Background: an optimization exercise with open tools, aiming at small area, a short achievable clock period and few clock cycles per item. Do not read the settings as production practice.
At most, simulation tests tie the RTL to the original design; equivalence was not proved.
The RTL of run 1 was laid out without a check of its function.

==> design.v <==
`default_nettype none
module chacha20(input wire clock,
                input wire reset,  
                input wire start,
                input  wire [255:0] key,
                input  wire [63:0] index,  
                input  wire [63:0] nonce,
                output reg done,
                output wire [511:0] out);
    function automatic [31:0] LE32(input [31:0] a);
        LE32 = {a[7:0], a[15:8], a[23:16], a[31:24]};
    endfunction
function automatic [31:0] ADD(input [31:0] a, input [31:0] b);
    reg [31:0] p, g, pp, gg, c;
    begin
    p = a ^ b; g = a & b; pp = p; gg = g;
    gg[31] = gg[31] | (pp[31] & gg[30]); pp[31] = pp[31] & pp[30];
    gg[29] = gg[29] | (pp[29] & gg[28]); pp[29] = pp[29] & pp[28];
    gg[27] = gg[27] | (pp[27] & gg[26]); pp[27] = pp[27] & pp[26];
    gg[25] = gg[25] | (pp[25] & gg[24]); pp[25] = pp[25] & pp[24];
    gg[23] = gg[23] | (pp[23] & gg[22]); pp[23] = pp[23] & pp[22];
    gg[21] = gg[21] | (pp[21] & gg[20]); pp[21] = pp[21] & pp[20];
    gg[19] = gg[19] | (pp[19] & gg[18]); pp[19] = pp[19] & pp[18];
    gg[17] = gg[17] | (pp[17] & gg[16]); pp[17] = pp[17] & pp[16];
    gg[15] = gg[15] | (pp[15] & gg[14]); pp[15] = pp[15] & pp[14];
    gg[13] = gg[13] | (pp[13] & gg[12]); pp[13] = pp[13] & pp[12];
    gg[11] = gg[11] | (pp[11] & gg[10]); pp[11] = pp[11] & pp[10];
    gg[9] = gg[9] | (pp[9] & gg[8]); pp[9] = pp[9] & pp[8];
    gg[7] = gg[7] | (pp[7] & gg[6]); pp[7] = pp[7] & pp[6];
    gg[5] = gg[5] | (pp[5] & gg[4]); pp[5] = pp[5] & pp[4];
    gg[3] = gg[3] | (pp[3] & gg[2]); pp[3] = pp[3] & pp[2];
    gg[1] = gg[1] | (pp[1] & gg[0]); pp[1] = pp[1] & pp[0];
    gg[31] = gg[31] | (pp[31] & gg[29]); pp[31] = pp[31] & pp[29];
    gg[30] = gg[30] | (pp[30] & gg[29]); pp[30] = pp[30] & pp[29];
    gg[27] = gg[27] | (pp[27] & gg[25]); pp[27] = pp[27] & pp[25];
    gg[26] = gg[26] | (pp[26] & gg[25]); pp[26] = pp[26] & pp[25];
    gg[23] = gg[23] | (pp[23] & gg[21]); pp[23] = pp[23] & pp[21];
    gg[22] = gg[22] | (pp[22] & gg[21]); pp[22] = pp[22] & pp[21];
    gg[19] = gg[19] | (pp[19] & gg[17]); pp[19] = pp[19] & pp[17];
    gg[18] = gg[18] | (pp[18] & gg[17]); pp[18] = pp[18] & pp[17];
    gg[15] = gg[15] | (pp[15] & gg[13]); pp[15] = pp[15] & pp[13];
    gg[14] = gg[14] | (pp[14] & gg[13]); pp[14] = pp[14] & pp[13];
    gg[11] = gg[11] | (pp[11] & gg[9]); pp[11] = pp[11] & pp[9];
    gg[10] = gg[10] | (pp[10] & gg[9]); pp[10] = pp[10] & pp[9];
    gg[7] = gg[7] | (pp[7] & gg[5]); pp[7] = pp[7] & pp[5];
    gg[6] = gg[6] | (pp[6] & gg[5]); pp[6] = pp[6] & pp[5];
    gg[3] = gg[3] | (pp[3] & gg[1]); pp[3] = pp[3] & pp[1];
    gg[2] = gg[2] | (pp[2] & gg[1]); pp[2] = pp[2] & pp[1];
    gg[31] = gg[31] | (pp[31] & gg[27]); pp[31] = pp[31] & pp[27];
    gg[30] = gg[30] | (pp[30] & gg[27]); pp[30] = pp[30] & pp[27];
    gg[29] = gg[29] | (pp[29] & gg[27]); pp[29] = pp[29] & pp[27];
    gg[28] = gg[28] | (pp[28] & gg[27]); pp[28] = pp[28] & pp[27];
    gg[23] = gg[23] | (pp[23] & gg[19]); pp[23] = pp[23] & pp[19];
    gg[22] = gg[22] | (pp[22] & gg[19]); pp[22] = pp[22] & pp[19];
    gg[21] = gg[21] | (pp[21] & gg[19]); pp[21] = pp[21] & pp[19];
    gg[20] = gg[20] | (pp[20] & gg[19]); pp[20] = pp[20] & pp[19];
    gg[15] = gg[15] | (pp[15] & gg[11]); pp[15] = pp[15] & pp[11];
    gg[14] = gg[14] | (pp[14] & gg[11]); pp[14] = pp[14] & pp[11];
    gg[13] = gg[13] | (pp[13] & gg[11]); pp[13] = pp[13] & pp[11];
    gg[12] = gg[12] | (pp[12] & gg[11]); pp[12] = pp[12] & pp[11];
    gg[7] = gg[7] | (pp[7] & gg[3]); pp[7] = pp[7] & pp[3];
    gg[6] = gg[6] | (pp[6] & gg[3]); pp[6] = pp[6] & pp[3];
    gg[5] = gg[5] | (pp[5] & gg[3]); pp[5] = pp[5] & pp[3];
    gg[4] = gg[4] | (pp[4] & gg[3]); pp[4] = pp[4] & pp[3];
    gg[31] = gg[31] | (pp[31] & gg[23]); pp[31] = pp[31] & pp[23];
    gg[30] = gg[30] | (pp[30] & gg[23]); pp[30] = pp[30] & pp[23];
    gg[29] = gg[29] | (pp[29] & gg[23]); pp[29] = pp[29] & pp[23];
    gg[28] = gg[28] | (pp[28] & gg[23]); pp[28] = pp[28] & pp[23];
    gg[27] = gg[27] | (pp[27] & gg[23]); pp[27] = pp[27] & pp[23];
    gg[26] = gg[26] | (pp[26] & gg[23]); pp[26] = pp[26] & pp[23];
    gg[25] = gg[25] | (pp[25] & gg[23]); pp[25] = pp[25] & pp[23];
    gg[24] = gg[24] | (pp[24] & gg[23]); pp[24] = pp[24] & pp[23];
    gg[15] = gg[15] | (pp[15] & gg[7]); pp[15] = pp[15] & pp[7];
    gg[14] = gg[14] | (pp[14] & gg[7]); pp[14] = pp[14] & pp[7];
    gg[13] = gg[13] | (pp[13] & gg[7]); pp[13] = pp[13] & pp[7];
    gg[12] = gg[12] | (pp[12] & gg[7]); pp[12] = pp[12] & pp[7];
    gg[11] = gg[11] | (pp[11] & gg[7]); pp[11] = pp[11] & pp[7];
    gg[10] = gg[10] | (pp[10] & gg[7]); pp[10] = pp[10] & pp[7];
    gg[9] = gg[9] | (pp[9] & gg[7]); pp[9] = pp[9] & pp[7];
    gg[8] = gg[8] | (pp[8] & gg[7]); pp[8] = pp[8] & pp[7];
    gg[31] = gg[31] | (pp[31] & gg[15]); pp[31] = pp[31] & pp[15];
    gg[30] = gg[30] | (pp[30] & gg[15]); pp[30] = pp[30] & pp[15];
    gg[29] = gg[29] | (pp[29] & gg[15]); pp[29] = pp[29] & pp[15];
    gg[28] = gg[28] | (pp[28] & gg[15]); pp[28] = pp[28] & pp[15];
    gg[27] = gg[27] | (pp[27] & gg[15]); pp[27] = pp[27] & pp[15];
    gg[26] = gg[26] | (pp[26] & gg[15]); pp[26] = pp[26] & pp[15];
    gg[25] = gg[25] | (pp[25] & gg[15]); pp[25] = pp[25] & pp[15];
    gg[24] = gg[24] | (pp[24] & gg[15]); pp[24] = pp[24] & pp[15];
    gg[23] = gg[23] | (pp[23] & gg[15]); pp[23] = pp[23] & pp[15];
    gg[22] = gg[22] | (pp[22] & gg[15]); pp[22] = pp[22] & pp[15];
    gg[21] = gg[21] | (pp[21] & gg[15]); pp[21] = pp[21] & pp[15];
    gg[20] = gg[20] | (pp[20] & gg[15]); pp[20] = pp[20] & pp[15];
    gg[19] = gg[19] | (pp[19] & gg[15]); pp[19] = pp[19] & pp[15];
    gg[18] = gg[18] | (pp[18] & gg[15]); pp[18] = pp[18] & pp[15];
    gg[17] = gg[17] | (pp[17] & gg[15]); pp[17] = pp[17] & pp[15];
    gg[16] = gg[16] | (pp[16] & gg[15]); pp[16] = pp[16] & pp[15];
    c = {gg[30:0], 1'b0};
    ADD = p ^ c;
    end
endfunction
function automatic [31:0] FADD(input [31:0] a, input [31:0] b);
    reg [31:0] p, g, pp, gg, c;
    begin
    p = a ^ b; g = a & b; pp = p; gg = g;
    gg[1] = gg[1] | (pp[1] & gg[0]); pp[1] = pp[1] & pp[0];
    gg[3] = gg[3] | (pp[3] & gg[2]); pp[3] = pp[3] & pp[2];
    gg[5] = gg[5] | (pp[5] & gg[4]); pp[5] = pp[5] & pp[4];
    gg[7] = gg[7] | (pp[7] & gg[6]); pp[7] = pp[7] & pp[6];
    gg[9] = gg[9] | (pp[9] & gg[8]); pp[9] = pp[9] & pp[8];
    gg[11] = gg[11] | (pp[11] & gg[10]); pp[11] = pp[11] & pp[10];
    gg[13] = gg[13] | (pp[13] & gg[12]); pp[13] = pp[13] & pp[12];
    gg[15] = gg[15] | (pp[15] & gg[14]); pp[15] = pp[15] & pp[14];
    gg[17] = gg[17] | (pp[17] & gg[16]); pp[17] = pp[17] & pp[16];
    gg[19] = gg[19] | (pp[19] & gg[18]); pp[19] = pp[19] & pp[18];
    gg[21] = gg[21] | (pp[21] & gg[20]); pp[21] = pp[21] & pp[20];
    gg[23] = gg[23] | (pp[23] & gg[22]); pp[23] = pp[23] & pp[22];
    gg[25] = gg[25] | (pp[25] & gg[24]); pp[25] = pp[25] & pp[24];
    gg[27] = gg[27] | (pp[27] & gg[26]); pp[27] = pp[27] & pp[26];
    gg[29] = gg[29] | (pp[29] & gg[28]); pp[29] = pp[29] & pp[28];
    gg[31] = gg[31] | (pp[31] & gg[30]); pp[31] = pp[31] & pp[30];
    gg[3] = gg[3] | (pp[3] & gg[1]); pp[3] = pp[3] & pp[1];
    gg[7] = gg[7] | (pp[7] & gg[5]); pp[7] = pp[7] & pp[5];
    gg[11] = gg[11] | (pp[11] & gg[9]); pp[11] = pp[11] & pp[9];
    gg[15] = gg[15] | (pp[15] & gg[13]); pp[15] = pp[15] & pp[13];
    gg[19] = gg[19] | (pp[19] & gg[17]); pp[19] = pp[19] & pp[17];
    gg[23] = gg[23] | (pp[23] & gg[21]); pp[23] = pp[23] & pp[21];
    gg[27] = gg[27] | (pp[27] & gg[25]); pp[27] = pp[27] & pp[25];
    gg[31] = gg[31] | (pp[31] & gg[29]); pp[31] = pp[31] & pp[29];
    gg[7] = gg[7] | (pp[7] & gg[3]); pp[7] = pp[7] & pp[3];
    gg[15] = gg[15] | (pp[15] & gg[11]); pp[15] = pp[15] & pp[11];
    gg[23] = gg[23] | (pp[23] & gg[19]); pp[23] = pp[23] & pp[19];
    gg[31] = gg[31] | (pp[31] & gg[27]); pp[31] = pp[31] & pp[27];
    gg[15] = gg[15] | (pp[15] & gg[7]); pp[15] = pp[15] & pp[7];
    gg[31] = gg[31] | (pp[31] & gg[23]); pp[31] = pp[31] & pp[23];
    gg[31] = gg[31] | (pp[31] & gg[15]); pp[31] = pp[31] & pp[15];
    gg[23] = gg[23] | (pp[23] & gg[15]); pp[23] = pp[23] & pp[15];
    gg[11] = gg[11] | (pp[11] & gg[7]); pp[11] = pp[11] & pp[7];
    gg[19] = gg[19] | (pp[19] & gg[15]); pp[19] = pp[19] & pp[15];
    gg[27] = gg[27] | (pp[27] & gg[23]); pp[27] = pp[27] & pp[23];
    gg[5] = gg[5] | (pp[5] & gg[3]); pp[5] = pp[5] & pp[3];
    gg[9] = gg[9] | (pp[9] & gg[7]); pp[9] = pp[9] & pp[7];
    gg[13] = gg[13] | (pp[13] & gg[11]); pp[13] = pp[13] & pp[11];
    gg[17] = gg[17] | (pp[17] & gg[15]); pp[17] = pp[17] & pp[15];
    gg[21] = gg[21] | (pp[21] & gg[19]); pp[21] = pp[21] & pp[19];
    gg[25] = gg[25] | (pp[25] & gg[23]); pp[25] = pp[25] & pp[23];
    gg[29] = gg[29] | (pp[29] & gg[27]); pp[29] = pp[29] & pp[27];
    gg[2] = gg[2] | (pp[2] & gg[1]); pp[2] = pp[2] & pp[1];
    gg[4] = gg[4] | (pp[4] & gg[3]); pp[4] = pp[4] & pp[3];
    gg[6] = gg[6] | (pp[6] & gg[5]); pp[6] = pp[6] & pp[5];
    gg[8] = gg[8] | (pp[8] & gg[7]); pp[8] = pp[8] & pp[7];
    gg[10] = gg[10] | (pp[10] & gg[9]); pp[10] = pp[10] & pp[9];
    gg[12] = gg[12] | (pp[12] & gg[11]); pp[12] = pp[12] & pp[11];
    gg[14] = gg[14] | (pp[14] & gg[13]); pp[14] = pp[14] & pp[13];
    gg[16] = gg[16] | (pp[16] & gg[15]); pp[16] = pp[16] & pp[15];
    gg[18] = gg[18] | (pp[18] & gg[17]); pp[18] = pp[18] & pp[17];
    gg[20] = gg[20] | (pp[20] & gg[19]); pp[20] = pp[20] & pp[19];
    gg[22] = gg[22] | (pp[22] & gg[21]); pp[22] = pp[22] & pp[21];
    gg[24] = gg[24] | (pp[24] & gg[23]); pp[24] = pp[24] & pp[23];
    gg[26] = gg[26] | (pp[26] & gg[25]); pp[26] = pp[26] & pp[25];
    gg[28] = gg[28] | (pp[28] & gg[27]); pp[28] = pp[28] & pp[27];
    gg[30] = gg[30] | (pp[30] & gg[29]); pp[30] = pp[30] & pp[29];
    c = {gg[30:0], 1'b0};
    FADD = p ^ c;
    end
endfunction
    localparam CONST = 128'h657870616e642033322d62797465206b;
    wire [511:0] init = {CONST, key, LE32(index[31:0]), LE32(index[63:32]), nonce};
    reg [4:0] i;  
    reg [31:0] y [0:15];  
    wire [31:0] xi [0:15];
    wire [31:0] h [0:15];
    wire ld = start;
    wire fa = i == 5'd19;
    genvar j;
    generate for (j = 0; j < 16; j = j + 1) begin: g_init
        assign xi[j] = LE32(init[511 - 32*j -: 32]);
    end endgenerate
    generate for (j = 0; j < 4; j = j + 1) begin: g_h2
        wire [31:0] a2 = ADD(y[j], y[4+j]);
        wire [31:0] t2 = y[12+j] ^ a2;
        wire [31:0] d2 = {t2[23:0], t2[31:24]};
        wire [31:0] c2 = ADD(y[8+j], d2);
        wire [31:0] t3 = y[4+j] ^ c2;
        wire [31:0] b2 = {t3[24:0], t3[31:25]};
        assign h[     (4-j)%4] = a2;
        assign h[4 +  (5-j)%4] = b2;
        assign h[8 +  (6-j)%4] = c2;
        assign h[12 + (7-j)%4] = d2;
    end endgenerate
    generate for (j = 0; j < 4; j = j + 1) begin: g_h1
        wire [31:0] ai = ld ? xi[j]    : h[j];
        wire [31:0] bi = ld ? xi[4+j]  : fa ? xi[j] : h[4+j];
        wire [31:0] ci = ld ? xi[8+j]  : h[8+j];
        wire [31:0] di = ld ? xi[12+j] : h[12+j];
        wire [31:0] s1 = ADD(ai, bi);
        wire [31:0] t0 = di ^ s1;
        wire [31:0] d1 = {t0[15:0], t0[31:16]};
        wire [31:0] s2 = ADD(ci, (fa ? xi[8+j] : d1));
        wire [31:0] t1 = bi ^ s2;
        wire [31:0] b1 = {t1[19:0], t1[31:20]};
        wire [31:0] fb = FADD(h[4+j], xi[4+j]);
        wire [31:0] fd = FADD(h[12+j], xi[12+j]);
        always @(posedge clock) begin
            y[j]    <= s1;
            y[4+j]  <= fa ? fb : b1;
            y[8+j]  <= s2;
            y[12+j] <= fa ? fd : d1;
        end
    end endgenerate
    always @(posedge clock) begin
        if (i != 5'd20) i <= i + 5'd1;
        if (start) i <= 5'd0;
        done <= fa;
        if (reset) begin
            i <= 5'd20;
            done <= 1'b0;
        end
    end
    generate for (j = 0; j < 16; j = j + 1) begin: g_out
        assign out[511 - 32*j -: 32] = LE32(y[j]);
    end endgenerate
endmodule
==> flow/run.sh <==
#!/bin/bash
# The standard layout, with the port buffers made from the smallest buffer cell.
set -euo pipefail
export BUFFER_PORTS_ARGS="-buffer_cell sky130_fd_sc_hd__buf_1"
bash standard.sh > standard_flow.log 2>&1
==> standard.sh <==
#!/bin/bash
# synth_recipe.tcl (not shown) runs the flow's synth.tcl, then flattens the netlist and writes it again
# the make line also repeats each setting of config.mk as NAME=value (left out here)
make -C /OpenROAD-flow-scripts/flow DESIGN_CONFIG=/design/flow/config.mk WORK_HOME=/design/flow/orfs CLKGATE_MAP_FILE= SYNTH_SCRIPT=/design/flow/synth_recipe.tcl "${@:-finish}"
==> config.mk <==
export PLATFORM = sky130hd
export DESIGN_NAME = chacha20
export DESIGN_NICKNAME = chacha20
export VERILOG_FILES = /design/flow/design.v
export SDC_FILE = /design/flow/constraint.sdc
export NUM_CORES = 8
export LEC_CHECK = 0
export CAP_MARGIN = 10
export CORE_MARGIN = 2
export CORE_UTILIZATION = 35
export CTS_CLUSTER_DIAMETER = 80
export CTS_CLUSTER_SIZE = 30
export SETUP_SLACK_MARGIN = 2.5
export SLEW_MARGIN = 10
==> constraint.sdc <==
create_clock -name core_clock -period 14.0 [get_ports {clock}]
set_input_delay 2.8000 -clock core_clock [delete_from_list [all_inputs] [get_ports {clock}]]
set_output_delay 2.8000 -clock core_clock [all_outputs]
set_load 0.01 [all_outputs]
==> out/qor.log, run 1 <==
[timing] total setup violations reported at the end of the flow 0
[grt] via count of the first global-routing pass 53.6k
[placed_design] placed cell areas 60700 um2
[timing] worst-margin pin slew 1420 ps
[placed_design] DPL Wire Length 318000 um
[timing] Tmin final 11340 ps
[grt] global-route wire length before repair 468000 um
[clocking] maximum number of buffers from clock root to sink 3
[critical_path] slowest library cell on the worst path sky130_fd_sc_hd__or4b_2
[floorplan] number of rows in the core area 144
[critical_path] arrival time at the worst endpoint 11950 ps
[yosys] share of the synthesized area in the top cell type 19.2%
[floorplan] standard cell core area 154000 um2
[floorplan] Initial Utilization 35.1%
[routing] detailed-route DRC error count 0
[timing] skew final 65.6 ps
[min_path] Hold WC Path Type register to register
[clocking] number of clock sinks 518
[timing] FMAX 88.2 MHz
[layout] post-synthesis to final-layout area growth 23.2%
[critical_path] kind of critical path register to register
[critical_path] kind of start point of the critical path register
[routing] total number of vias 57.1k
[routing] antenna-violating nets left 0
[clocking] CTS Root Buffer Type sky130_fd_sc_hd__clkbuf_16
[critical_path] reg2reg path depth 49
[grt] number of antenna violations at the first check in global routing 74
[routing] DR pass1 iterations 6
[floorplan] I/O pin total 900
[yosys] most frequent cells after synthesis sky130_fd_sc_hd__ha_1 (714), sky130_fd_sc_hd__nor2_1 (563), sky130_fd_sc_hd__xnor2_1 (546), sky130_fd_sc_hd__dfxtp_1 (518), sky130_fd_sc_hd__nand2_1 (509)
[yosys] share of synthesized area occupied by flip-flops and latches 19.2%
[yosys] most instantiated flip-flop cell in the synthesis netlist sky130_fd_sc_hd__dfxtp_1
[clocking] clock-pin transition on the worst setup and hold timing paths 80 ps
[critical_path] type of element capturing the critical path register
[layout] final net count 8800
[layout] area taken by flip-flops and latches 10400 um2
[yosys] largest cells by area after synthesis sky130_fd_sc_hd__dfxtp_1 (19%), sky130_fd_sc_hd__ha_1 (17%), sky130_fd_sc_hd__xnor2_1 (8.9%)
[timing] final critical-path share of the clock period 81.0%
[layout] multi-input logic area 43700 um2
[yosys] cell taking the most area after synthesis sky130_fd_sc_hd__dfxtp_1
[min_path] Worst Hold Path Cells 2
[critical_path] data required time of the worst path 14610 ps
[yosys] mapped cell area 54000 um2
[yosys] number of synthesized register bits 518
[timing] setup repair after global routing missed its margin yes
[yosys] mean instance size in the synthesized netlist 8.46 um2
[clocking] TritonCTS clock tree done
[yosys] Post-Synthesis Cells 6387
[yosys] Synth warnings 2
[outcome] status no timing/DRC/antenna violations
[critical_path] Largest stage delay, worst path 610 ps
[layout] cell area after layout 66600 um2
[clocking] latest clock arrival within the worst-skew pair 760 ps
[critical_path] maximum fanout encountered on the critical timing path 5
[layout] final cell utilization of the core 43.3%
[yosys] post-synth cell types 93
[routing] detailed-route wire length per cell 37.9 um
[clocking] number of H-tree levels 2
[yosys] number of nets produced by synthesis 7696
[routing] Vias/cell 5.93
[floorplan] Total Die Area 157000 um2
[flow_run] number of max-capacitance violations reported 0
[timing] Max transition margin 4.89%
[floorplan] Die Ht 397 um
[layout] number of inserted filler cells in the final layout 15.7k
[placed_design] count of buffers from port buffering 899
[floorplan] floorplan die width 397 um
[routing] WL final 364000 um
[grt] residual overflow from global routing 0
[grt] Total Routing Usage GR 44.3%
[timing] number of max-slew violations in the final report 0
[clocking] CTS Hold Buffers Added 0
[yosys] asr flop ratio synth 0%
[grt] pin count of the biggest net entering global routing 113
[placed_design] global placer's final weighted congestion 1.11
[clocking] CTS Buf Count 57
[routing] Starting DRT DRC Count 6748
[layout] fraction of final layout cells with drive strength greater than 1 12.4%
[timing] Final Hold Fails 0
[yosys] most frequent cell after synthesis sky130_fd_sc_hd__ha_1
[yosys] number of enable flip-flop cells after synthesis 0
[kinds of logic (layout without fill, tap and decap cells)]
group	Yosys count	in the layout	synth area share (%)
xor gates and xnor gates	1015	1015	17.4
and+or+nand+nor	1590	1590	13.2
AOI/OAI and AO/OA	1483	1483	17.3
buffers and inverters	639	1792	4.44
other	0	36	0
DFF	518	518	19.2
muxes	220	220	4.21
adders and majority gates	922	922	24.3
[metal layers]
metal,GRT usage [%],part of all wire (%),up-vias
met5,0,0.056,-
met4,40.2,11,30
met3,11.8,11,1175
met2,63.9,40,3805
met1,53.6,37,27800
li1,-,-,24200
[stage by stage]
step | std cells | setup slack [ps] | TNS [ps] | hold slack [ps]
2_1_floorplan | 6387 | 3140 | 0 | 545
3_3_place_gp | 9333 | -271 | -909 | 558
3_5_place_dp | 9334 | 91.5 | 0 | 565
4_1_cts | 9496 | 2500 | 0 | 591
5_1_grt | 9599 | 2380 | 0 | 615
6_report | 9620 | 2660 | 0 | 586
[critical path, delay by kind of cell, from the launching register on]
kind	cells	cell delay (ps)
buf+inv	6	1010
mux	1	160
fa+ha+maj	5	1580
flops	1	530
simple gates	10	2410
xor+xnor	4	720
compound gates	23	4770
[registers in the layout, indices dropped and copies added (netlist names)]
name	count
y	512
done	1
i	5
[final timing paths]
path / slack, ps / from / endpoint
max: 2660 / y[5][15]$_DFF_P_ / y[4][11]$_DFF_P_
min: 590 / i[0]$_SDFFE_PP0N_ / i[0]$_SDFFE_PP0N_
max reg2reg: 2660 / y[5][15]$_DFF_P_ / y[4][11]$_DFF_P_
min reg2reg: 590 / i[0]$_SDFFE_PP0N_ / i[0]$_SDFFE_PP0N_
[area by class of cell]
type / count / share of cell area [%]
well taps: 2044 / 3.84
clock buffers: 57 / 2.14
flip-flops and latches: 518 / 15.6
diodes: 36 / 0.135
multi-input cells: 5230 / 65.7
inverters: 476 / 2.70
repair buffers: 1208 / 8.72
clock inverters: 51 / 1.10
[placed cells by master, fill, tap and decap left out, drive strengths merged, types with 33 or more instances in the layout]
master	n
a211oi	33
a21o	149
a21oi	487
and2	43
buf	1207
clkbuf	58
dfxtp	518
diode	36
fa	208
ha	714
inv	502
mux2	54
mux2i	166
nand2	509
nand2b	72
nand3	77
nor2	563
nor2b	61
nor3	95
o211ai	36
o21a	104
o21ai	351
o21bai	54
or2	44
xnor2	546
xor2	433
[timing repair]
item	in CTS	in global routing
endpoints found under the setup margin	222	172
setup buffers	54	88
pin swaps	66	136
gates resized for setup	214	276
endpoints found under the hold margin	0	0
cloned	0	0
==> run 2, diff against run 1 <==
--- a/design.v
+++ b/design.v
@@ -98,71 +98,6 @@
     ADD = p ^ c;
     end
 endfunction
-function automatic [31:0] FADD(input [31:0] a, input [31:0] b);
-    reg [31:0] p, g, pp, gg, c;
-    begin
-    p = a ^ b; g = a & b; pp = p; gg = g;
-    gg[1] = gg[1] | (pp[1] & gg[0]); pp[1] = pp[1] & pp[0];
-    gg[3] = gg[3] | (pp[3] & gg[2]); pp[3] = pp[3] & pp[2];
-    gg[5] = gg[5] | (pp[5] & gg[4]); pp[5] = pp[5] & pp[4];
-    gg[7] = gg[7] | (pp[7] & gg[6]); pp[7] = pp[7] & pp[6];
-    gg[9] = gg[9] | (pp[9] & gg[8]); pp[9] = pp[9] & pp[8];
-    gg[11] = gg[11] | (pp[11] & gg[10]); pp[11] = pp[11] & pp[10];
-    gg[13] = gg[13] | (pp[13] & gg[12]); pp[13] = pp[13] & pp[12];
-    gg[15] = gg[15] | (pp[15] & gg[14]); pp[15] = pp[15] & pp[14];
-    gg[17] = gg[17] | (pp[17] & gg[16]); pp[17] = pp[17] & pp[16];
-    gg[19] = gg[19] | (pp[19] & gg[18]); pp[19] = pp[19] & pp[18];
-    gg[21] = gg[21] | (pp[21] & gg[20]); pp[21] = pp[21] & pp[20];
-    gg[23] = gg[23] | (pp[23] & gg[22]); pp[23] = pp[23] & pp[22];
-    gg[25] = gg[25] | (pp[25] & gg[24]); pp[25] = pp[25] & pp[24];
-    gg[27] = gg[27] | (pp[27] & gg[26]); pp[27] = pp[27] & pp[26];
-    gg[29] = gg[29] | (pp[29] & gg[28]); pp[29] = pp[29] & pp[28];
-    gg[31] = gg[31] | (pp[31] & gg[30]); pp[31] = pp[31] & pp[30];
-    gg[3] = gg[3] | (pp[3] & gg[1]); pp[3] = pp[3] & pp[1];
-    gg[7] = gg[7] | (pp[7] & gg[5]); pp[7] = pp[7] & pp[5];
-    gg[11] = gg[11] | (pp[11] & gg[9]); pp[11] = pp[11] & pp[9];
-    gg[15] = gg[15] | (pp[15] & gg[13]); pp[15] = pp[15] & pp[13];
-    gg[19] = gg[19] | (pp[19] & gg[17]); pp[19] = pp[19] & pp[17];
-    gg[23] = gg[23] | (pp[23] & gg[21]); pp[23] = pp[23] & pp[21];
-    gg[27] = gg[27] | (pp[27] & gg[25]); pp[27] = pp[27] & pp[25];
-    gg[31] = gg[31] | (pp[31] & gg[29]); pp[31] = pp[31] & pp[29];
-    gg[7] = gg[7] | (pp[7] & gg[3]); pp[7] = pp[7] & pp[3];
-    gg[15] = gg[15] | (pp[15] & gg[11]); pp[15] = pp[15] & pp[11];
-    gg[23] = gg[23] | (pp[23] & gg[19]); pp[23] = pp[23] & pp[19];
-    gg[31] = gg[31] | (pp[31] & gg[27]); pp[31] = pp[31] & pp[27];
-    gg[15] = gg[15] | (pp[15] & gg[7]); pp[15] = pp[15] & pp[7];
-    gg[31] = gg[31] | (pp[31] & gg[23]); pp[31] = pp[31] & pp[23];
-    gg[31] = gg[31] | (pp[31] & gg[15]); pp[31] = pp[31] & pp[15];
-    gg[23] = gg[23] | (pp[23] & gg[15]); pp[23] = pp[23] & pp[15];
-    gg[11] = gg[11] | (pp[11] & gg[7]); pp[11] = pp[11] & pp[7];
-    gg[19] = gg[19] | (pp[19] & gg[15]); pp[19] = pp[19] & pp[15];
-    gg[27] = gg[27] | (pp[27] & gg[23]); pp[27] = pp[27] & pp[23];
-    gg[5] = gg[5] | (pp[5] & gg[3]); pp[5] = pp[5] & pp[3];
-    gg[9] = gg[9] | (pp[9] & gg[7]); pp[9] = pp[9] & pp[7];
-    gg[13] = gg[13] | (pp[13] & gg[11]); pp[13] = pp[13] & pp[11];
-    gg[17] = gg[17] | (pp[17] & gg[15]); pp[17] = pp[17] & pp[15];
-    gg[21] = gg[21] | (pp[21] & gg[19]); pp[21] = pp[21] & pp[19];
-    gg[25] = gg[25] | (pp[25] & gg[23]); pp[25] = pp[25] & pp[23];
-    gg[29] = gg[29] | (pp[29] & gg[27]); pp[29] = pp[29] & pp[27];
-    gg[2] = gg[2] | (pp[2] & gg[1]); pp[2] = pp[2] & pp[1];
-    gg[4] = gg[4] | (pp[4] & gg[3]); pp[4] = pp[4] & pp[3];
-    gg[6] = gg[6] | (pp[6] & gg[5]); pp[6] = pp[6] & pp[5];
-    gg[8] = gg[8] | (pp[8] & gg[7]); pp[8] = pp[8] & pp[7];
-    gg[10] = gg[10] | (pp[10] & gg[9]); pp[10] = pp[10] & pp[9];
-    gg[12] = gg[12] | (pp[12] & gg[11]); pp[12] = pp[12] & pp[11];
-    gg[14] = gg[14] | (pp[14] & gg[13]); pp[14] = pp[14] & pp[13];
-    gg[16] = gg[16] | (pp[16] & gg[15]); pp[16] = pp[16] & pp[15];
-    gg[18] = gg[18] | (pp[18] & gg[17]); pp[18] = pp[18] & pp[17];
-    gg[20] = gg[20] | (pp[20] & gg[19]); pp[20] = pp[20] & pp[19];
-    gg[22] = gg[22] | (pp[22] & gg[21]); pp[22] = pp[22] & pp[21];
-    gg[24] = gg[24] | (pp[24] & gg[23]); pp[24] = pp[24] & pp[23];
-    gg[26] = gg[26] | (pp[26] & gg[25]); pp[26] = pp[26] & pp[25];
-    gg[28] = gg[28] | (pp[28] & gg[27]); pp[28] = pp[28] & pp[27];
-    gg[30] = gg[30] | (pp[30] & gg[29]); pp[30] = pp[30] & pp[29];
-    c = {gg[30:0], 1'b0};
-    FADD = p ^ c;
-    end
-endfunction
     localparam CONST = 128'h657870616e642033322d62797465206b;
     wire [511:0] init = {CONST, key, LE32(index[31:0]), LE32(index[63:32]), nonce};
     reg [4:0] i;  
@@ -188,8 +123,8 @@
         assign h[12 + (7-j)%4] = d2;
     end endgenerate
     generate for (j = 0; j < 4; j = j + 1) begin: g_h1
-        wire [31:0] ai = ld ? xi[j]    : h[j];
-        wire [31:0] bi = ld ? xi[4+j]  : fa ? xi[j] : h[4+j];
+        wire [31:0] ai = ld ? xi[j]    : fa ? xi[4+j] : h[j];
+        wire [31:0] bi = ld ? xi[4+j]  : h[4+j];
         wire [31:0] ci = ld ? xi[8+j]  : h[8+j];
         wire [31:0] di = ld ? xi[12+j] : h[12+j];
         wire [31:0] s1 = ADD(ai, bi);
@@ -198,11 +133,11 @@
         wire [31:0] s2 = ADD(ci, (fa ? xi[8+j] : d1));
         wire [31:0] t1 = bi ^ s2;
         wire [31:0] b1 = {t1[19:0], t1[31:20]};
-        wire [31:0] fb = FADD(h[4+j], xi[4+j]);
-        wire [31:0] fd = FADD(h[12+j], xi[12+j]);
+        wire [31:0] fa_ = ADD(h[j], xi[j]);
+        wire [31:0] fd = ADD(h[12+j], xi[12+j]);
         always @(posedge clock) begin
             y[j]    <= s1;
-            y[4+j]  <= fa ? fb : b1;
+            y[4+j]  <= fa ? fa_ : b1;
             y[8+j]  <= s2;
             y[12+j] <= fa ? fd : d1;
         end
@@ -216,7 +151,10 @@
             done <= 1'b0;
         end
     end
-    generate for (j = 0; j < 16; j = j + 1) begin: g_out
-        assign out[511 - 32*j -: 32] = LE32(y[j]);
+    generate for (j = 0; j < 4; j = j + 1) begin: g_out
+        assign out[511 - 32*j      -: 32] = LE32(y[4+j]);
+        assign out[511 - 32*(4+j)  -: 32] = LE32(y[j]);
+        assign out[511 - 32*(8+j)  -: 32] = LE32(y[8+j]);
+        assign out[511 - 32*(12+j) -: 32] = LE32(y[12+j]);
     end endgenerate
 endmodule
--- a/config.mk
+++ b/config.mk
@@ -5,10 +5,10 @@
 export SDC_FILE = /design/flow/constraint.sdc
 export NUM_CORES = 8
 export LEC_CHECK = 0
-export CAP_MARGIN = 10
+export CAP_MARGIN = 20
 export CORE_MARGIN = 2
 export CORE_UTILIZATION = 35
 export CTS_CLUSTER_DIAMETER = 80
 export CTS_CLUSTER_SIZE = 30
 export SETUP_SLACK_MARGIN = 2.5
-export SLEW_MARGIN = 10
+export SLEW_MARGIN = 20
==> out/qor.log, run 2 <==
[yosys] number of nets produced by synthesis 7351
[outcome] status no timing/DRC/antenna violations
[timing] Max transition margin 8.51%
[grt] Total Routing Usage GR 46.7%
[grt] number of antenna violations at the first check in global routing 76
[critical_path] worst reg2reg setup slack 2450 ps
[flow_run] number of max-capacitance violations reported 0
[floorplan] floorplan die width 385 um
[layout] final cell utilization of the core 44.9%
[yosys] most instantiated flip-flop cell in the synthesis netlist sky130_fd_sc_hd__dfxtp_1
[placed_design] global placer's final weighted congestion 1.11
[critical_path] slowest library cell on the worst path sky130_fd_sc_hd__fa_1
[clocking] CTS Root Buffer Type sky130_fd_sc_hd__clkbuf_16
[routing] Vias/cell 6.00
[timing] final hold slack 607 ps
[yosys] cell taking the most area after synthesis sky130_fd_sc_hd__dfxtp_1
[grt] residual overflow from global routing 0
[layout] final net count 8564
[layout] top register by number of flip-flops y
[placed_design] placed cell areas 58100 um2
[clocking] maximum number of buffers from clock root to sink 3
[yosys] asr flop ratio synth 0%
[placed_design] Inst Count DP 9143
[yosys] largest cells by area after synthesis sky130_fd_sc_hd__dfxtp_1 (20%), sky130_fd_sc_hd__ha_1 (15%), sky130_fd_sc_hd__xnor2_1 (11%)
[yosys] share of synthesized area occupied by flip-flops and latches 20.4%
[floorplan] Initial Utilization 35.3%
[yosys] Post-Synthesis Cells 6245
[layout] commonest cells after routing, fill and taps aside sky130_fd_sc_hd__buf_1 (898), sky130_fd_sc_hd__nand2_1 (729), sky130_fd_sc_hd__ha_1 (586), sky130_fd_sc_hd__xnor2_1 (564), sky130_fd_sc_hd__nor2_1 (511)
[layout] leading cell type in the layout, fill and taps excluded sky130_fd_sc_hd__buf_1
[critical_path] CP Capture Point y[5][11]$_DFF_P_
[layout] post-route insts no fill 9442
[layout] Regs by FF count y: 512 flops, i: 5 flops, done: 1 flops
[critical_path] cell repeated most along the worst path sky130_fd_sc_hd__buf_4
[routing] antenna-violating nets left 0
[routing] Starting DRT DRC Count 7909
[clocking] CTS Hold Buffers Added 0
[placed_design] pre-CTS setup slack -1220 ps
[timing] total setup violations reported at the end of the flow 0
[floorplan] number of rows in the core area 139
[layout] cell area after layout 64500 um2
[critical_path] Reg2Reg Launch Point y[4][0]$_DFF_P_
[grt] pin count of the biggest net entering global routing 177
[yosys] mean instance size in the synthesized netlist 8.12 um2
[critical_path] data required time of the worst path 14590 ps
[floorplan] Total Die Area 148000 um2
[layout] flip-flop count of the largest register after layout 512
[timing] setup repair after global routing missed its margin yes
[yosys] number of synthesized register bits 518
[critical_path] maximum fanout encountered on the critical timing path 5
[timing] number of max-slew violations in the final report 0
[timing] FMAX 86.6 MHz
[layout] post-synthesis to final-layout area growth 27.1%
[clocking] TritonCTS clock tree done
[routing] DR pass1 iterations 6
[floorplan] I/O pin total 900
[grt] via count of the first global-routing pass 51.5k
[yosys] most frequent cells after synthesis sky130_fd_sc_hd__nand2_1 (731), sky130_fd_sc_hd__xnor2_1 (649), sky130_fd_sc_hd__ha_1 (619), sky130_fd_sc_hd__nor2_1 (541), sky130_fd_sc_hd__dfxtp_1 (518)
[clocking] CTS Buf Count 53
[timing] worst-margin pin slew 1360 ps
[critical_path] reg2reg path depth 49
[yosys] post-synth cell types 89
[placed_design] DPL Wire Length 313000 um
[critical_path] arrival time at the worst endpoint 12140 ps
[grt] global-route wire length before repair 461000 um
[critical_path] Largest stage delay, worst path 1010 ps
[yosys] most frequent cell after synthesis sky130_fd_sc_hd__nand2_1
[critical_path] type of element capturing the critical path register
[critical_path] launch point of the critical path y[4][0]$_DFF_P_
[routing] WL final 362000 um
[clocking] clock-pin transition on the worst setup and hold timing paths 90 ps
[yosys] mapped cell area 50700 um2
[min_path] Hold WC Path Type register to register
[routing] detailed-route wire length per cell 38.4 um
[clocking] number of clock sinks 518
[floorplan] Die Ht 385 um
[critical_path] kind of critical path register to register
[yosys] number of enable flip-flop cells after synthesis 0
[floorplan] standard cell core area 144000 um2
[clocking] latest clock arrival within the worst-skew pair 750 ps
[layout] fraction of final layout cells with drive strength greater than 1 14.9%
[timing] skew final 67.6 ps
[yosys] Synth warnings 2
[critical_path] endpoint of the worst register-to-register path y[5][11]$_DFF_P_
[timing] smallest setup slack after layout 2450 ps
[critical_path] kind of start point of the critical path register
[timing] Final Hold Fails 0
[layout] number of inserted filler cells in the final layout 14.8k
[placed_design] count of buffers from port buffering 899
[clocking] number of H-tree levels 2
[routing] detailed-route DRC error count 0
[routing] total number of vias 56.7k
[timing] final critical-path share of the clock period 82.5%
[timing] Tmin final 11550 ps
[yosys] share of the synthesized area in the top cell type 20.4%
## run 2: per-layer routing
metal	GRT usage [%]	share of wire, %	up-vias	wire [um]
met5	0	0.052	-	187
met4	40.0	11	24	39100
met3	11.2	11	1098	40100
met2	67.8	41	4043	147000
met1	57.8	37	27400	136000
li1	-	-	24100	-
## run 2: worst min path at each step
stage | startpoint | endpoint | depth (start not counted)
3_3_place_gp | i[4]$_SDFFE_PP1P_ | i[4]$_SDFFE_PP1P_ | 2
3_5_place_dp | i[0]$_SDFFE_PP0N_ | i[0]$_SDFFE_PP0N_ | 2
2_1_floorplan | i[4]$_SDFFE_PP1P_ | i[4]$_SDFFE_PP1P_ | 2
5_1_grt | i[4]$_SDFFE_PP1P_ | i[4]$_SDFFE_PP1P_ | 2
6_report | i[0]$_SDFFE_PP0N_ | i[0]$_SDFFE_PP0N_ | 2
4_1_cts | i[0]$_SDFFE_PP0N_ | i[0]$_SDFFE_PP0N_ | 2
## run 2: cells by family (layout without fill, tap and decap cells)
kind of cell             Yosys count  count (layout)  synth area share [%]
XOR/XNOR                        1060            1060                  18.8
other                              0              37                     0
flip-flops                       518             518                  20.4
multiplexers                     200             200                  4.09
AO/OA/AOI/OAI                   1516            1516                  18.7
AND/OR/NAND/NOR                 1776            1776                  15.4
buffers and inverters            456            1713                  3.37
adder cells (fa/ha/maj)          719             719                  19.2
## run 2: metrics by stage
stage,setup TNS (ps)
4_1_cts,0
3_5_place_dp,-13220
5_1_grt,0
3_3_place_gp,-11520
6_report,0
2_1_floorplan,0
## run 2: area by class of cell
cell class              instances  area [um2]  area share (%)
diodes                         37        92.6           0.144
multi-input cells            5271       41800            64.8
repair buffers               1340        6830            10.6
clock buffers                  55        1370            2.12
clock inverters                44         578           0.897
well taps                    1903        2380            3.69
flip-flops and latches        518       10400            16.2
inverters                     274        1040            1.61
## run 2: worst max-delay path, delay by kind of cell (launching register included)
kind / cells / cell delay (ps)
compound gates: 24 / 5180
xor+xnor: 7 / 1710
fa+ha+maj: 6 / 2470
buf+inv: 7 / 1010
flops: 1 / 350
mux: 1 / 320
simple gates: 4 / 350
## run 2: timing repair
action                                  in CTS  in global routing
endpoints found under the setup margin     235                152
gates resized for setup                    271                344
setup buffers                               59                104
cloned                                       0                  0
pin swaps                                   88                219
Testbench counts of run 2, summed over its fixed seeds: cycles 5,376, blocks 256.
==> run 3, diff against run 2 <==
--- a/config.mk
+++ b/config.mk
@@ -12,3 +12,4 @@
 export CTS_CLUSTER_SIZE = 30
 export SETUP_SLACK_MARGIN = 2.5
 export SLEW_MARGIN = 20
+export TNS_END_PERCENT = 10
==> out/qor.log, run 3 <==
[outcome] status no timing/DRC/antenna violations
[timing] total setup violations reported at the end of the flow 0
[grt] via count of the first global-routing pass 51.5k
[clocking] latest clock arrival within the worst-skew pair 740 ps
[layout] multi-input logic area 41500 um2
[yosys] post-synth cell types 89
[yosys] share of the synthesized area in the top cell type 20.4%
[floorplan] Total Die Area 148000 um2
[min_path] Hold WC Path Type register to register
[yosys] most instantiated flip-flop cell in the synthesis netlist sky130_fd_sc_hd__dfxtp_1
[clocking] number of clock sinks 518
[routing] WL final 362000 um
[layout] number of inserted filler cells in the final layout 14.8k
[critical_path] kind of start point of the critical path register
[floorplan] floorplan die width 385 um
[critical_path] type of element capturing the critical path register
[yosys] number of nets produced by synthesis 7351
[layout] top register by number of flip-flops y
[layout] flip-flop count of the largest register after layout 512
[timing] Max transition margin 16.6%
[routing] Vias/cell 6.02
[clocking] CTS Hold Buffers Added 0
[layout] final net count 8546
[layout] Regs by FF count y: 512 flops, i: 5 flops, done: 1 flops
[grt] global-route wire length before repair 461000 um
[timing] Final Hold Fails 0
[yosys] share of synthesized area occupied by flip-flops and latches 20.4%
[routing] detailed-route DRC error count 0
[routing] Starting DRT DRC Count 8262
[yosys] number of synthesized register bits 518
[layout] fraction of final layout cells with drive strength greater than 1 14.2%
[timing] skew final 58.2 ps
[layout] cell area after layout 64000 um2
[yosys] mean instance size in the synthesized netlist 8.12 um2
[clocking] CTS Buf Count 53
[yosys] largest cells by area after synthesis sky130_fd_sc_hd__dfxtp_1 (20%), sky130_fd_sc_hd__ha_1 (15%), sky130_fd_sc_hd__xnor2_1 (11%)
[floorplan] Initial Utilization 35.3%
[routing] total number of vias 56.7k
[min_path] hold wc startpoint i[0]$_SDFFE_PP0N_
[grt] residual overflow from global routing 0
[grt] pin count of the biggest net entering global routing 177
[critical_path] Reg2Reg Launch Point y[4][0]$_DFF_P_
[timing] setup repair after global routing missed its margin yes
[yosys] mapped cell area 50700 um2
[routing] DR pass1 iterations 6
[min_path] Worst Hold Path Cells 2
[critical_path] Largest stage delay, worst path 750 ps
[timing] worst-margin pin slew 1240 ps
[grt] number of antenna violations at the first check in global routing 71
[timing] final critical-path share of the clock period 82.8%
[floorplan] Die Ht 385 um
[critical_path] Top Family by Delay on Critical Path compound AO/OA/AOI/OAI gates
[critical_path] cell repeated most along the worst path sky130_fd_sc_hd__buf_4
[critical_path] logic depth of the worst setup path including buffers 56
[grt] Total Routing Usage GR 46.7%
[layout] commonest cells after routing, fill and taps aside sky130_fd_sc_hd__buf_1 (898), sky130_fd_sc_hd__nand2_1 (731), sky130_fd_sc_hd__ha_1 (589), sky130_fd_sc_hd__xnor2_1 (572), sky130_fd_sc_hd__nor2_1 (518)
[yosys] most frequent cells after synthesis sky130_fd_sc_hd__nand2_1 (731), sky130_fd_sc_hd__xnor2_1 (649), sky130_fd_sc_hd__ha_1 (619), sky130_fd_sc_hd__nor2_1 (541), sky130_fd_sc_hd__dfxtp_1 (518)
[floorplan] I/O pin total 900
[timing] FMAX 86.3 MHz
[flow_run] number of max-capacitance violations reported 0
[layout] post-synthesis to final-layout area growth 26.2%
[critical_path] slowest library cell on the worst path sky130_fd_sc_hd__xor2_1
[clocking] TritonCTS clock tree done
[routing] antenna-violating nets left 0
[floorplan] number of rows in the core area 139
[clocking] clock-pin transition on the worst setup and hold timing paths 90 ps
[layout] area taken by flip-flops and latches 10400 um2
[timing] Tmin final 11590 ps
[clocking] number of H-tree levels 2
[placed_design] DPL Wire Length 313000 um
[critical_path] arrival time at the worst endpoint 12180 ps
[placed_design] global placer's final weighted congestion 1.11
[critical_path] maximum fanout encountered on the critical timing path 5
[layout] leading cell type in the layout, fill and taps excluded sky130_fd_sc_hd__buf_1
[yosys] Synth warnings 2
[critical_path] number of buffers and inverters on the critical path 10
[critical_path] kind of critical path register to register
[yosys] Post-Synthesis Cells 6245
[yosys] most frequent cell after synthesis sky130_fd_sc_hd__nand2_1
[yosys] asr flop ratio synth 0%
[clocking] CTS Root Buffer Type sky130_fd_sc_hd__clkbuf_16
[yosys] cell taking the most area after synthesis sky130_fd_sc_hd__dfxtp_1
[yosys] number of enable flip-flop cells after synthesis 0
[clocking] maximum number of buffers from clock root to sink 3
[critical_path] data required time of the worst path 14590 ps
[floorplan] standard cell core area 144000 um2
[critical_path] launch point of the critical path y[4][0]$_DFF_P_
[placed_design] count of buffers from port buffering 899
[placed_design] placed cell areas 58100 um2
[routing] detailed-route wire length per cell 38.4 um
[critical_path] reg2reg path depth 56
[timing] number of max-slew violations in the final report 0
[run 3: cell counts after synthesis]
No cell type changed its count.
[run 3: tightest hold or removal path, stage by stage, from the launching register on]
cell and delay [ps]:
sky130_fd_sc_hd__dfxtp_1 350, sky130_fd_sc_hd__xnor2_1 170, sky130_fd_sc_hd__nor3_1 40
[run 3: path summary, 6_finish.rpt]
path                        to  slack, ps
max           y[5][11]$_DFF_P_       2410
min          i[0]$_SDFFE_PP0N_        610
max reg2reg   y[5][11]$_DFF_P_       2410
min reg2reg  i[0]$_SDFFE_PP0N_        610
[run 3: stage by stage]
step                      cells  hold WS (ps)  util [%]  setup WS (ps)  TNS (ps)
after floorplan            6245           545         -           2900         0
after global routing       9405           637      44.5           2140         0
final                      9423           606      44.6           2410         0
after CTS                  9299           610      43.0           2470         0
after global placement     9143           563      40.4          -1130    -11520
after detailed placement   9143           587      40.4          -1220    -13220
[run 3: routing by layer]
metal | global-route usage [%] | up-vias | share of wire [%]
met2 | 67.7 | 4130 | 41
met1 | 57.9 | 27400 | 37
met5 | 0 | - | 0.051
li1 | - | 24100 | -
met3 | 11.1 | 1065 | 11
met4 | 40.1 | 26 | 11
[run 3: timing repair]
item | CTS | global route
resized for setup | 268 | 284
pin swaps | 86 | 198
setup endpoints to repair | 235 | 157
setup buffers | 57 | 87
[run 3: logic make-up (layout without fill, tap and decap cells)]
group                      Yosys count  in the layout  share of synthesized area [%]
DFF                                518            518                           20.4
and+or+nand+nor                   1776           1776                           15.4
xor gates and xnor gates          1060           1060                           18.8
buffers and inverters              456           1695                           3.37
adders and majority gates          719            719                           19.2
AOI/OAI and AO/OA                 1516           1516                           18.7
muxes                              200            200                           4.09
other                                0             36                              0
[run 3: layout make-up]
cell class,count,area share [%]
well taps,1903,3.72
clock inverters,44,0.903
repair buffers,1322,10.4
diodes,36,0.141
clock buffers,55,2.13
multi-input cells,5271,64.8
flip-flops and latches,518,16.3
inverters,274,1.62
==> run 4, diff against run 3 <==
--- a/config.mk
+++ b/config.mk
@@ -10,6 +10,6 @@
 export CORE_UTILIZATION = 35
 export CTS_CLUSTER_DIAMETER = 80
 export CTS_CLUSTER_SIZE = 30
-export SETUP_SLACK_MARGIN = 2.5
+export SETUP_SLACK_MARGIN = 2
 export SLEW_MARGIN = 20
 export TNS_END_PERCENT = 10
==> out/qor.log, run 4 <==
[timing] Final Hold Fails 0
[floorplan] number of rows in the core area 139
[routing] antenna-violating nets left 0
[timing] final critical-path share of the clock period 84.8%
[timing] skew final 64.0 ps
[layout] fraction of final layout cells with drive strength greater than 1 11.4%
[yosys] Synth warnings 2
[clocking] maximum number of buffers from clock root to sink 3
[routing] DR pass1 iterations 6
[timing] FMAX 84.2 MHz
[grt] via count of the first global-routing pass 51.3k
[layout] leading cell type in the layout, fill and taps excluded sky130_fd_sc_hd__buf_1
[clocking] CTS Root Buffer Type sky130_fd_sc_hd__clkbuf_16
[grt] most utilized layer in the global route result met2
[placed_design] global placer's final weighted congestion 1.11
[grt] pin count of the biggest net entering global routing 177
[layout] commonest cells after routing, fill and taps aside sky130_fd_sc_hd__buf_1 (898), sky130_fd_sc_hd__nand2_1 (731), sky130_fd_sc_hd__ha_1 (609), sky130_fd_sc_hd__xnor2_1 (587), sky130_fd_sc_hd__nor2_1 (525)
[timing] number of max-slew violations in the final report 0
[yosys] number of enable flip-flop cells after synthesis 0
[critical_path] arrival time at the worst endpoint 12470 ps
[critical_path] maximum fanout encountered on the critical timing path 4
[layout] post-synthesis to final-layout area growth 23.3%
[timing] setup repair after global routing missed its margin yes
[layout] number of inserted filler cells in the final layout 14.9k
[grt] Total Routing Usage GR 46.6%
[clocking] latest clock arrival within the worst-skew pair 750 ps
[critical_path] slowest library cell on the worst path sky130_fd_sc_hd__fa_1
[grt] global-route wire length before repair 460000 um
[critical_path] data required time of the worst path 14590 ps
[yosys] asr flop ratio synth 0%
[yosys] share of the synthesized area in the top cell type 20.4%
[placed_design] DPL Wire Length 313000 um
[critical_path] kind of start point of the critical path register
[clocking] TritonCTS clock tree done
[routing] detailed-route wire length per cell 38.5 um
[yosys] post-synth cell types 89
[routing] Starting DRT DRC Count 8006
[flow_run] number of max-capacitance violations reported 0
[grt] met3 track demand over resource 11.3%
[timing] Tmin final 11870 ps
[timing] Fin Setup TNS 0 ps
[min_path] Hold WC Path Type register to register
[yosys] number of synthesized register bits 518
[timing] worst-margin pin slew 1320 ps
[grt] residual overflow from global routing 0
[clocking] CTS Buf Count 53
[routing] Vias/cell 6.02
[yosys] number of nets produced by synthesis 7351
[timing] total setup violations reported at the end of the flow 0
[placed_design] placed cell areas 58100 um2
[layout] cell area after layout 62500 um2
[floorplan] floorplan die width 385 um
[critical_path] Largest stage delay, worst path 810 ps
[yosys] Post-Synthesis Cells 6245
[routing] WL final 360000 um
[floorplan] standard cell core area 144000 um2
[critical_path] type of element capturing the critical path register
[yosys] most instantiated flip-flop cell in the synthesis netlist sky130_fd_sc_hd__dfxtp_1
[layout] Regs by FF count y: 512 flops, i: 5 flops, done: 1 flops
[routing] detailed-route DRC error count 0
[clocking] number of H-tree levels 2
[critical_path] kind of critical path register to register
[yosys] cell taking the most area after synthesis sky130_fd_sc_hd__dfxtp_1
[grt] GR Layer Usage met2 67.5%
[yosys] largest cells by area after synthesis sky130_fd_sc_hd__dfxtp_1 (20%), sky130_fd_sc_hd__ha_1 (15%), sky130_fd_sc_hd__xnor2_1 (11%)
[outcome] status no timing/DRC/antenna violations
[placed_design] count of buffers from port buffering 899
[routing] total number of vias 56.2k
[yosys] mean instance size in the synthesized netlist 8.12 um2
[clocking] number of clock sinks 518
[floorplan] Total Die Area 148000 um2
[floorplan] I/O pin total 900
[grt] GR Util met1 57.7%
[layout] top register by number of flip-flops y
[floorplan] Initial Utilization 35.3%
[timing] Max transition margin 11.5%
[yosys] most frequent cell after synthesis sky130_fd_sc_hd__nand2_1
[clocking] clock-pin transition on the worst setup and hold timing paths 80 ps
[layout] flip-flop count of the largest register after layout 512
[yosys] mapped cell area 50700 um2
[floorplan] Die Ht 385 um
[yosys] share of synthesized area occupied by flip-flops and latches 20.4%
[layout] final net count 8477
[layout] final cell utilization of the core 43.5%
[yosys] most frequent cells after synthesis sky130_fd_sc_hd__nand2_1 (731), sky130_fd_sc_hd__xnor2_1 (649), sky130_fd_sc_hd__ha_1 (619), sky130_fd_sc_hd__nor2_1 (541), sky130_fd_sc_hd__dfxtp_1 (518)
[grt] number of antenna violations at the first check in global routing 76
==> run 4: cell counts after synthesis <==
Identical to the previous run, type by type.
==> run 4: worst max-delay path: cells and delay by family (launching register included) <==
kind / cells / cell delay (ps)
AO/OA/AOI/OAI: 23 / 5100
adder cells (fa/ha/maj): 5 / 2300
XOR/XNOR: 7 / 1920
buffers and inverters: 5 / 870
AND/OR/NAND/NOR: 7 / 850
flip-flops: 1 / 330
multiplexers: 1 / 320
==> run 4: stage by stage <==
step	hold slack [ps]	instances	setup slack, ps
2_1_floorplan	545	6245	2900
5_1_grt	637	9334	1850
3_5_place_dp	587	9143	-1220
6_report	613	9347	2130
3_3_place_gp	563	9143	-1130
4_1_cts	610	9270	1810
==> run 4: logic make-up after synthesis <==
kind of cell	synth area share, %
flip-flops	20.4
adder cells (fa/ha/maj)	19.2
XOR/XNOR	18.8
AND/OR/NAND/NOR	15.4
buffers and inverters	3.37
AO/OA/AOI/OAI	18.7
multiplexers	4.09
==> run 4: layer usage <==
layer,wire length (um),up-vias
li1,-,23900
met1,135000,27200
met2,147000,4118
met3,40800,1015
met4,37200,30
met5,220,-
==> run 4: path summary, 6_finish.rpt <==
kind	start	endpoint	slack [ps]	cells past startpoint
worst max-delay path	y[0][5]$_DFF_P_	y[5][11]$_DFF_P_	2130	48
worst max register to register	y[0][5]$_DFF_P_	y[5][11]$_DFF_P_	2130	48
worst min-delay path	i[4]$_SDFFE_PP1P_	i[4]$_SDFFE_PP1P_	610	2
worst min register to register	i[4]$_SDFFE_PP1P_	i[4]$_SDFFE_PP1P_	610	2
==> run 4: repair_timing <==
action / 4_1_cts / 5_1_grt
hold buffers: 0 / 0
buffers inserted: 28 / 47
pin swaps: 23 / 97
setup endpoints to repair: 196 / 169
gates resized for setup: 135 / 217
==> run 4: cell type report <==
class	instances	area, um2	area share (%)
flip-flops and latches	518	10400	16.6
multi-input cells	5271	40600	64.9
inverters	274	1040	1.66
clock buffers	55	1370	2.18
clock inverters	44	578	0.924
repair buffers	1253	6150	9.84
well taps	1903	2380	3.81
diodes	29	72.6	0.116
==> run 5, diff against run 4 <==
--- a/config.mk
+++ b/config.mk
@@ -12,4 +12,3 @@
 export CTS_CLUSTER_SIZE = 30
 export SETUP_SLACK_MARGIN = 2
 export SLEW_MARGIN = 20
-export TNS_END_PERCENT = 10
==> out/qor.log, run 5 <==
[yosys] number of nets produced by synthesis 7351
[grt] global-route wire length before repair 460000 um
[critical_path] data required time of the worst path 14600 ps
[yosys] number of synthesized register bits 518
[clocking] TritonCTS clock tree done
[yosys] mean instance size in the synthesized netlist 8.12 um2
[clocking] number of clock sinks 518
[yosys] Synth warnings 2
[timing] skew final 49.0 ps
[floorplan] standard cell core area 144000 um2
[placed_design] global placer's final weighted congestion 1.11
[layout] cell area after layout 62600 um2
[critical_path] logic depth of the worst setup path including buffers 46
[floorplan] Initial Utilization 35.3%
[yosys] largest family of logic cells by synthesized area adder cells
[critical_path] Largest stage delay, worst path 810 ps
[routing] WL final 360000 um
[clocking] maximum number of buffers from clock root to sink 3
[timing] FMAX 84.7 MHz
[routing] detailed-route DRC error count 0
[timing] number of max-slew violations in the final report 0
[critical_path] type of element capturing the critical path register
[yosys] asr flop ratio synth 0%
[critical_path] number of buffers and inverters on the critical path 4
[layout] fraction of final layout cells with drive strength greater than 1 11.6%
[floorplan] Die Ht 385 um
[layout] leading cell type in the layout, fill and taps excluded sky130_fd_sc_hd__buf_1
[timing] Max transition margin 8.33%
[timing] smallest setup slack after layout 2190 ps
[layout] Regs by FF count y: 512 flops, i: 5 flops, done: 1 flops
[routing] total number of vias 56.3k
[critical_path] CP Capture Point y[5][11]$_DFF_P_
[critical_path] endpoint of the worst register-to-register path y[5][11]$_DFF_P_
[clocking] CTS Root Buffer Type sky130_fd_sc_hd__clkbuf_16
[critical_path] slowest library cell on the worst path sky130_fd_sc_hd__fa_1
[yosys] post-synth cell types 89
[yosys] multiplexer fraction of the synthesized cell area 4.09%
[min_path] Hold WC Path Type register to register
[routing] Starting DRT DRC Count 7725
[routing] DR pass1 iterations 7
[routing] detailed-route wire length per cell 38.5 um
[yosys] share of the synthesized area in the top cell type 20.4%
[grt] pin count of the biggest net entering global routing 177
[critical_path] arrival time at the worst endpoint 12410 ps
[critical_path] kind of critical path register to register
[yosys] share of synthesized area occupied by flip-flops and latches 20.4%
[layout] commonest cells after routing, fill and taps aside sky130_fd_sc_hd__buf_1 (898), sky130_fd_sc_hd__nand2_1 (731), sky130_fd_sc_hd__ha_1 (609), sky130_fd_sc_hd__xnor2_1 (588), sky130_fd_sc_hd__nor2_1 (527)
[timing] total setup violations reported at the end of the flow 0
[floorplan] I/O pin total 900
[timing] Tmin final 11810 ps
[yosys] Post-Synthesis Cells 6245
[yosys] most frequent cells after synthesis sky130_fd_sc_hd__nand2_1 (731), sky130_fd_sc_hd__xnor2_1 (649), sky130_fd_sc_hd__ha_1 (619), sky130_fd_sc_hd__nor2_1 (541), sky130_fd_sc_hd__dfxtp_1 (518)
[placed_design] count of buffers from port buffering 899
[yosys] mapped cell area 50700 um2
[routing] antenna-violating nets left 0
[layout] flip-flop count of the largest register after layout 512
[yosys] xor and xnor fraction of the mapped netlist area 18.8%
[layout] post-synthesis to final-layout area growth 23.5%
[clocking] CTS Hold Buffers Added 0
[outcome] status no timing/DRC/antenna violations
[layout] final net count 8480
[critical_path] reg2reg path depth 46
[layout] top register by number of flip-flops y
[grt] residual overflow from global routing 0
[yosys] simple logic cell fraction of the synthesized area 15.4%
[floorplan] number of rows in the core area 139
[yosys] most frequent cell after synthesis sky130_fd_sc_hd__nand2_1
[floorplan] Total Die Area 148000 um2
[timing] worst-margin pin slew 1370 ps
[yosys] number of enable flip-flop cells after synthesis 0
[clocking] CTS Buf Count 53
[placed_design] pre-CTS setup slack -1220 ps
[timing] Final Hold Fails 0
[yosys] share of the synthesized area in compound gates (AO/OA/AOI/OAI) 18.7%
[critical_path] Reg2Reg Launch Point y[0][17]$_DFF_P_
[yosys] largest cells by area after synthesis sky130_fd_sc_hd__dfxtp_1 (20%), sky130_fd_sc_hd__ha_1 (15%), sky130_fd_sc_hd__xnor2_1 (11%)
[grt] number of antenna violations at the first check in global routing 70
[clocking] latest clock arrival within the worst-skew pair 740 ps
[yosys] adder and majority cell fraction of the synthesized area 19.2%
[floorplan] floorplan die width 385 um
[critical_path] launch point of the critical path y[0][17]$_DFF_P_
[timing] final critical-path share of the clock period 84.3%
[grt] via count of the first global-routing pass 51.4k
[routing] Vias/cell 6.01
[yosys] cell taking the most area after synthesis sky130_fd_sc_hd__dfxtp_1
[grt] Total Routing Usage GR 46.6%
[placed_design] DPL Wire Length 313000 um
[critical_path] kind of start point of the critical path register
[yosys] most instantiated flip-flop cell in the synthesis netlist sky130_fd_sc_hd__dfxtp_1
[clocking] number of H-tree levels 2
[placed_design] placed cell areas 58100 um2
[critical_path] worst reg2reg setup slack 2190 ps
[clocking] clock-pin transition on the worst setup and hold timing paths 90 ps
[flow_run] number of max-capacitance violations reported 0
[critical_path] maximum fanout encountered on the critical timing path 5
[critical_path] Top Family by Delay on Critical Path compound AO/OA/AOI/OAI gates
[timing] setup repair after global routing missed its margin yes
## run 5: repair_timing
item	CTS	global route
resized for setup	168	197
buffers inserted	32	46
pin swaps	29	96
endpoints found under the setup margin	196	150
## run 5: cell families (layout without fill, tap and decap cells)
kind of cell	after synthesis	in the layout
other cells	0	31
buf+inv	456	1629
xor+xnor	1060	1060
simple gates	1776	1776
fa+ha+maj	719	719
flops	518	518
mux	200	200
compound gates	1516	1516
## run 5: worst min-delay path by stage
| stage | startpoint | endpoint | slack [ps] | depth (start not counted) |
|---|---|---|---|---|
| after floorplan | i[4]$_SDFFE_PP1P_ | i[4]$_SDFFE_PP1P_ | 550 | 2 |
| after global placement | i[4]$_SDFFE_PP1P_ | i[4]$_SDFFE_PP1P_ | 560 | 2 |
| after detailed placement | i[0]$_SDFFE_PP0N_ | i[0]$_SDFFE_PP0N_ | 590 | 2 |
| after CTS | i[0]$_SDFFE_PP0N_ | i[0]$_SDFFE_PP0N_ | 610 | 2 |
| after global routing | i[4]$_SDFFE_PP1P_ | i[4]$_SDFFE_PP1P_ | 640 | 2 |
| final | i[0]$_SDFFE_PP0N_ | i[0]$_SDFFE_PP0N_ | 610 | 2 |
## run 5: worst min-delay path, stage by stage (launching register included)
cell and delay (ps):
sky130_fd_sc_hd__dfxtp_1 350, sky130_fd_sc_hd__xnor2_1 170, sky130_fd_sc_hd__nor3_1 40
## run 5: final cells by class
class                           instances  area [um2]
Antenna cell                           31        77.6
Clock inverter                         44         578
Sequential cell                       518       10400
Tap cell                             1903        2380
Timing Repair Buffer                 1256        6170
Clock buffer                           55        1370
Inverter                              274        1040
Fill cell                           14900       81000
Multi-Input combinational cell       5271       40600
## run 5: stage by stage
| step | TNS, ps | hold slack, ps | cells | utilization, % |
|---|---|---|---|---|
| 2_1_floorplan | 0 | 545 | 6245 | - |
| 5_1_grt | 0 | 637 | 9340 | 43.6 |
| 3_3_place_gp | -11520 | 563 | 9143 | 40.4 |
| 3_5_place_dp | -13220 | 587 | 9143 | 40.4 |
| 4_1_cts | 0 | 610 | 9274 | 42.6 |
| 6_report | 0 | 608 | 9352 | 43.6 |
## run 5: per-layer routing
layer / global-route usage (%) / wire length, um / vias to the layer above
li1: - / - / 23900
met1: 57.8 / 135000 / 27300
met2: 67.7 / 147000 / 4039
met3: 11.3 / 40000 / 994
met4: 39.7 / 37800 / 20
met5: 0 / 130 / -

## port drivers added, routing unchanged
How much do the figures lean on ideal ports? The routed layouts below were timed once more, with nothing changed but the port constraints.
Step 1 sets driving cells, clkbuf_16 on the clock port and buf_2 on the other inputs (assumed; they add their load-dependent delay and slew).
Step 2, shift: input delay + t, output delay - t, t = (earliest + latest rising clock arrival at the registers) / 2. This alone moves slack from input paths to output paths.
Slacks: ideal / step 1 / step 2; pairs: ideal / step 1.
run | t (ns) | setup WS [ns] | worst setup path at the end | worst register clock-pin slew, ns | pins driven straight from the clock port
run 1 | 0.810 | 2.661 / 2.661 / 2.661 | register to register | 0.11 / 0.11 | 1
run 2 | 0.812 | 2.452 / 2.452 / 2.452 | register to register | 0.11 / 0.11 | 1
run 3 | 0.806 | 2.408 / 2.408 / 2.408 | register to register | 0.11 / 0.11 | 1
run 4 | 0.807 | 2.130 / 2.130 / 2.130 | register to register | 0.11 / 0.11 | 1
run 5 | 0.806 | 2.193 / 2.193 / 2.193 | register to register | 0.10 / 0.10 | 1
After both steps setup and hold are still met in every run listed.
